Context: an optimization exercise on an open-source flow, tuned for small area. The choices shown serve that exercise and are no tape-out recipe. Where RTL was checked, it was by simulation tests only, not by an equivalence proof against the original. Power figures rest on the tool's default switching activity, not on a simulated workload.

==> job 1733: inputs <==
==> flow/design.v (excerpt) <==
module block_detector(
	clock,
	reset,
	load_block_bottom_left_corner_x_pos,
	load_block_bottom_left_corner_y_pos,
	load_is_jump_button_pressed,
	update_screen,
	load_move_counter,
	send_square_bottom_left_corner_x_pos,
	send_square_bottom_left_corner_y_pos
);
	input clock;
	input reset;
	input update_screen;
	input [10:0] load_move_counter;
	input [296:0] load_block_bottom_left_corner_x_pos;
	input [296:0] load_block_bottom_left_corner_y_pos;
	input load_is_jump_button_pressed;
	output [10:0] send_square_bottom_left_corner_x_pos;
	output [10:0] send_square_bottom_left_corner_y_pos;
	assign send_square_bottom_left_corner_x_pos = 11'd59;
	reg [10:0] win;
	reg [10:1] yh;
	reg lift;              
	reg [4:0] main_block;  
	wire [10:0] y = {yh, 1'b1};
	assign send_square_bottom_left_corner_y_pos = y;
	wire [4:0] wl_e = win[4:0] + 5'd19;
	wire lwrap = wl_e < win[4:0] || win[4:0] == 5'd13;
	wire [5:0] wh1 = win[10:5] + 6'd1;
	function ge5(input [4:0] x, input [4:0] c);
		integer k;
		reg g;
		begin
			g = 1'b1;
			for (k = 0; k < 5; k = k + 1)
				g = c[k] ? (x[k] & g) : (x[k] | g);
			ge5 = g;
		end
	endfunction
	wire [31:0] near;
	wire [26:0] hit;
	genvar j;
	generate
	for (j = 0; j < 27; j = j + 1)
	begin: blk
		wire [10:0] bx = load_block_bottom_left_corner_x_pos[j*11 +: 11];
		wire [10:0] by = load_block_bottom_left_corner_y_pos[j*11 +: 11];
		wire [4:0] xl = bx[4:0];
		wire [5:0] xh = bx[10:5];
		assign near[j] = (xh == win[10:5]) & ge5(xl, win[4:0]) & (!ge5(xl, wl_e) | lwrap) | (xh == wh1) & lwrap & !ge5(xl, wl_e);
		assign hit[j] = near[j] && (by == y);
	end
	endgenerate
	assign near[31:27] = 5'd0;
	reg [4:0] top;
	integer i;
	always @(*) begin
		top = 5'd0;
		for (i = 0; i < 27; i = i + 1)
			if (near[i]) top = i;
	end
	wire any_near = |near[26:0];
	wire any_hit = |hit;
  ...
==> module block_detector, before the edit <==
module block_detector(
	clock,
	reset,
	load_block_bottom_left_corner_x_pos,
	load_block_bottom_left_corner_y_pos,
	load_is_jump_button_pressed,
	update_screen,
	load_move_counter,
	send_square_bottom_left_corner_x_pos,
	send_square_bottom_left_corner_y_pos
);
	input clock;
	input reset;
	input update_screen;
	input [10:0] load_move_counter;
	input [296:0] load_block_bottom_left_corner_x_pos;
	input [296:0] load_block_bottom_left_corner_y_pos;
	input load_is_jump_button_pressed;
	output [10:0] send_square_bottom_left_corner_x_pos;
	output [10:0] send_square_bottom_left_corner_y_pos;
	assign send_square_bottom_left_corner_x_pos = 11'd59;
	reg [10:0] win;
	reg [10:1] yh;
	reg lift;              
	reg [4:0] main_block;  
	wire [10:0] y = {yh, 1'b1};
	assign send_square_bottom_left_corner_y_pos = y;
	wire [4:0] wl_e = win[4:0] + 5'd19;
	wire lwrap = wl_e < win[4:0] || win[4:0] == 5'd13;
	wire [5:0] wh1 = win[10:5] + 6'd1;
	function ge5(input [4:0] x, input [4:0] c);
		integer k;
		reg g;
		begin
			g = 1'b1;
			for (k = 0; k < 5; k = k + 1)
				g = c[k] ? (x[k] & g) : (x[k] | g);
			ge5 = g;
		end
	endfunction
	wire [31:0] near;
	wire [26:0] hit;
	genvar j;
	generate
	for (j = 0; j < 27; j = j + 1)
	begin: blk
		wire [10:0] bx = load_block_bottom_left_corner_x_pos[j*11 +: 11];
		wire [10:0] by = load_block_bottom_left_corner_y_pos[j*11 +: 11];
		wire [4:0] xl = bx[4:0];
		wire [5:0] xh = bx[10:5];
		assign near[j] = (xh == win[10:5]) & ge5(xl, win[4:0]) & (!ge5(xl, wl_e) | lwrap) | (xh == wh1) & lwrap & !ge5(xl, wl_e);
		assign hit[j] = near[j] && (by == y);
	end
	endgenerate
	assign near[31:27] = 5'd0;
	reg [4:0] top;
	integer i;
	always @(*) begin
		top = 5'd0;
		for (i = 0; i < 27; i = i + 1)
			if (near[i]) top = i;
	end
	wire any_near = |near[26:0];
	wire any_hit = |hit;
	wire drop = !near[main_block] && (yh < 10'd49) && !load_is_jump_button_pressed;
	always @(posedge clock) begin
		if (reset) begin
			win <= 11'd50;
			yh <= 10'd49;
		end else if (update_screen) begin
			win <= win + load_move_counter;
			if (drop)
				yh <= yh + 10'd5;
			else if (lift)
				yh <= yh - 10'd5;
		end
		if (!lift)
			lift <= any_hit;
		else if (reset || update_screen)
			lift <= 1'b0;
		if (!lift && any_near)
			main_block <= top;
		else if (reset)
			main_block <= 5'd0;
	end
endmodule
Settings: LEC_CHECK=0, CAP_MARGIN=20, CORE_AREA=10 10 290 290, DIE_AREA=0 0 300 300, SLEW_MARGIN=20; clock period 10.0 ns.
standard.sh (not shown) runs the stock make flow with config.mk's settings and CLKGATE_MAP_FILE= SYNTH_SCRIPT=/design/flow/synth_recipe.tcl, a recipe that flattens the netlist after the stock synthesis.
==> flow/flow/run.sh <==
#!/bin/bash
# Standard ORFS layout, but the port buffers are the smallest buffer (buf_1).
set -euo pipefail
bash standard.sh 'BUFFER_PORTS_ARGS=-buffer_cell sky130_fd_sc_hd__buf_1' finish > make_finish.log 2>&1
==> inputs of job 7076, as changes to job 1733 <==
==> flow/design.v (replaced) <==
module block_detector(
clock,
reset,
load_block_bottom_left_corner_x_pos,
load_block_bottom_left_corner_y_pos,
load_is_jump_button_pressed,
update_screen,
load_move_counter,
send_square_bottom_left_corner_x_pos,
send_square_bottom_left_corner_y_pos
);
	input clock;
	input reset;
	input update_screen;
	input [10:0] load_move_counter;
	input [296:0] load_block_bottom_left_corner_x_pos; 
	input [296:0] load_block_bottom_left_corner_y_pos;
	input load_is_jump_button_pressed;
	output reg [10:0] send_square_bottom_left_corner_x_pos;  
	output reg [10:0] send_square_bottom_left_corner_y_pos;   
	reg [10:0] move;
	reg modify_square_pos_up;
	reg [10:0] main_send_square_bottom_left_corner_x_pos;
	reg [10:0] main_send_square_bottom_left_corner_y_pos;
	wire [10:0] block_bottom_left_corner_x_pos [26:0];
	wire [10:0] block_bottom_left_corner_y_pos [26:0];
	wire [10:0] orig_send_square_bottom_left_corner_x_pos = 8'd59;
	wire [10:0] orig_send_square_bottom_left_corner_y_pos = 8'd99;
	integer i;           
	integer main_block;  
	genvar j;
	generate
	for (j = 0; j < 27; j = j + 1)
	begin: some_name_again
		 assign block_bottom_left_corner_x_pos[j] = load_block_bottom_left_corner_x_pos[(j * 11) + 10: (j * 11)];
		 assign block_bottom_left_corner_y_pos[j] = load_block_bottom_left_corner_y_pos[(j * 11) + 10: (j * 11)];
	end
	endgenerate
	always @ (*)
	begin
	    send_square_bottom_left_corner_x_pos <= main_send_square_bottom_left_corner_x_pos;
	    send_square_bottom_left_corner_y_pos <= main_send_square_bottom_left_corner_y_pos;
   end
	always @ (posedge clock)
   begin
		 if (reset)
		 begin
		     move <= 1'd0;
		     main_block = 0;
			  modify_square_pos_up <= 1'd0;
			  main_send_square_bottom_left_corner_x_pos <= orig_send_square_bottom_left_corner_x_pos;
			  main_send_square_bottom_left_corner_y_pos <= orig_send_square_bottom_left_corner_y_pos;
		 end
       else if (update_screen)
		 begin
			 if (modify_square_pos_up)
			 begin
				 main_send_square_bottom_left_corner_y_pos <= main_send_square_bottom_left_corner_y_pos - 8'd10;
				 modify_square_pos_up <= 1'd0;
			 end
			 if ( !(
			       ((block_bottom_left_corner_x_pos[main_block] - move) >= main_send_square_bottom_left_corner_x_pos - 8'd9) &&
			       ((block_bottom_left_corner_x_pos[main_block] - move) <= (main_send_square_bottom_left_corner_x_pos + 8'd9))
					 ) &&
					  (main_send_square_bottom_left_corner_y_pos < orig_send_square_bottom_left_corner_y_pos)
					   && !load_is_jump_button_pressed)
			 begin
					main_send_square_bottom_left_corner_y_pos <= main_send_square_bottom_left_corner_y_pos + 8'd10;
			 end
			 move <= move + load_move_counter;
		 end
		 for (i = 0; i < 27; i = i + 1)
		 begin
			 if ( (
			      ((block_bottom_left_corner_x_pos[i] - move) >= main_send_square_bottom_left_corner_x_pos - 8'd9) &&
			      ((block_bottom_left_corner_x_pos[i] - move) <= (main_send_square_bottom_left_corner_x_pos + 8'd9))
					) &&
				    !modify_square_pos_up)
				  begin
				  if (block_bottom_left_corner_y_pos[i] == main_send_square_bottom_left_corner_y_pos)
					   modify_square_pos_up <= 1'd1;
				      main_block = i;
				  end
		 end
	end
endmodule 
==> flow/run.sh (new file) <==
#!/bin/bash
# synth_recipe.tcl (not shown) runs the flow's synth.tcl, then flattens the netlist and writes it again
# the make line also repeats each setting of config.mk as NAME=value (left out here)
make -C /OpenROAD-flow-scripts/flow DESIGN_CONFIG=/design/flow/config.mk WORK_HOME=/design/flow/orfs CLKGATE_MAP_FILE= SYNTH_SCRIPT=/design/flow/synth_recipe.tcl finish
removed: flow/flow/run.sh
removed: flow/standard.sh
==> comparison table <==
Outcome: job 1733 complete, no violations; job 7076 complete, no violations
Clock Latency Late Sink: job 1733 0.29 ns; job 7076 0.27 ns
Worst Setup EP: job 1733 yh[10]$_SDFFE_PP0P_; job 7076 main_send_square_bottom_left_corner_y_pos[10]$_SDFFE_PP0P_
Placed insts: job 1733 3410; job 7076 4673
Met2 capacity usage during global routing: job 1733 29.1%; job 7076 43.5%
Initial antenna violation count: job 1733 80; job 7076 23
Crit Path Category: job 1733 reg -> reg; job 7076 in -> reg
Total combinational power: job 1733 1140 uW; job 7076 3290 uW
Portion of total power attributed to combinational logic: job 1733 80.7%; job 7076 92.4%
Global Route met3 Usage: job 1733 8.48%; job 7076 6.64%
Power per cell area: job 1733 83.9 nW/um^2; job 7076 118 nW/um^2
Vias in the first global route: job 1733 15800; job 7076 26300
Largest voltage drop on the vdd net: job 1733 0.0599 mV; job 7076 0.0932 mV
Power Clock: job 1733 108 uW; job 7076 96.5 uW
R2R cell count: job 1733 22; job 7076 29
Adder and majority gate portion of the synthesized area: job 1733 5.81%; job 7076 19.2%
Synthesized netlist cell count: job 1733 1847; job 7076 3067
Synthesized-area fraction occupied by xor and xnor cells: job 1733 36.2%; job 7076 16.1%
Fill count: job 1733 8955; job 7076 8240
Internal: job 1733 617 uW; job 7076 1610 uW
For job 1733, only the layout was checked, not whether the RTL still works.

[what the ideal ports hide]
How much do the figures lean on ideal ports? The routed layouts below were timed once more, with nothing changed but the port constraints. Step 1 assumes that a clkbuf_16 drives the clock port and a buf_2 every other input. Step 2 also shifts input and output timing later by t, the mid clock arrival at the registers, as if the neighbouring blocks saw the same clock. a / b / c = ideal / step 1 / step 2; a / b = the first two.
run | t, ns | setup WS [ns] | hold slack, ns
job 1733 | 0.347 | 2.310 / 2.310 / 2.310 | 0.577 / 0.577 / 0.577
job 7076 | 0.325 | 1.190 / 1.224 / 0.899 | 0.499 / 0.499 / 0.499
After both steps setup and hold are still met in every run listed. For job 7076, which loses most, drivers alone change the setup slack by +0.034 ns; drivers and shift together by -0.291 ns.
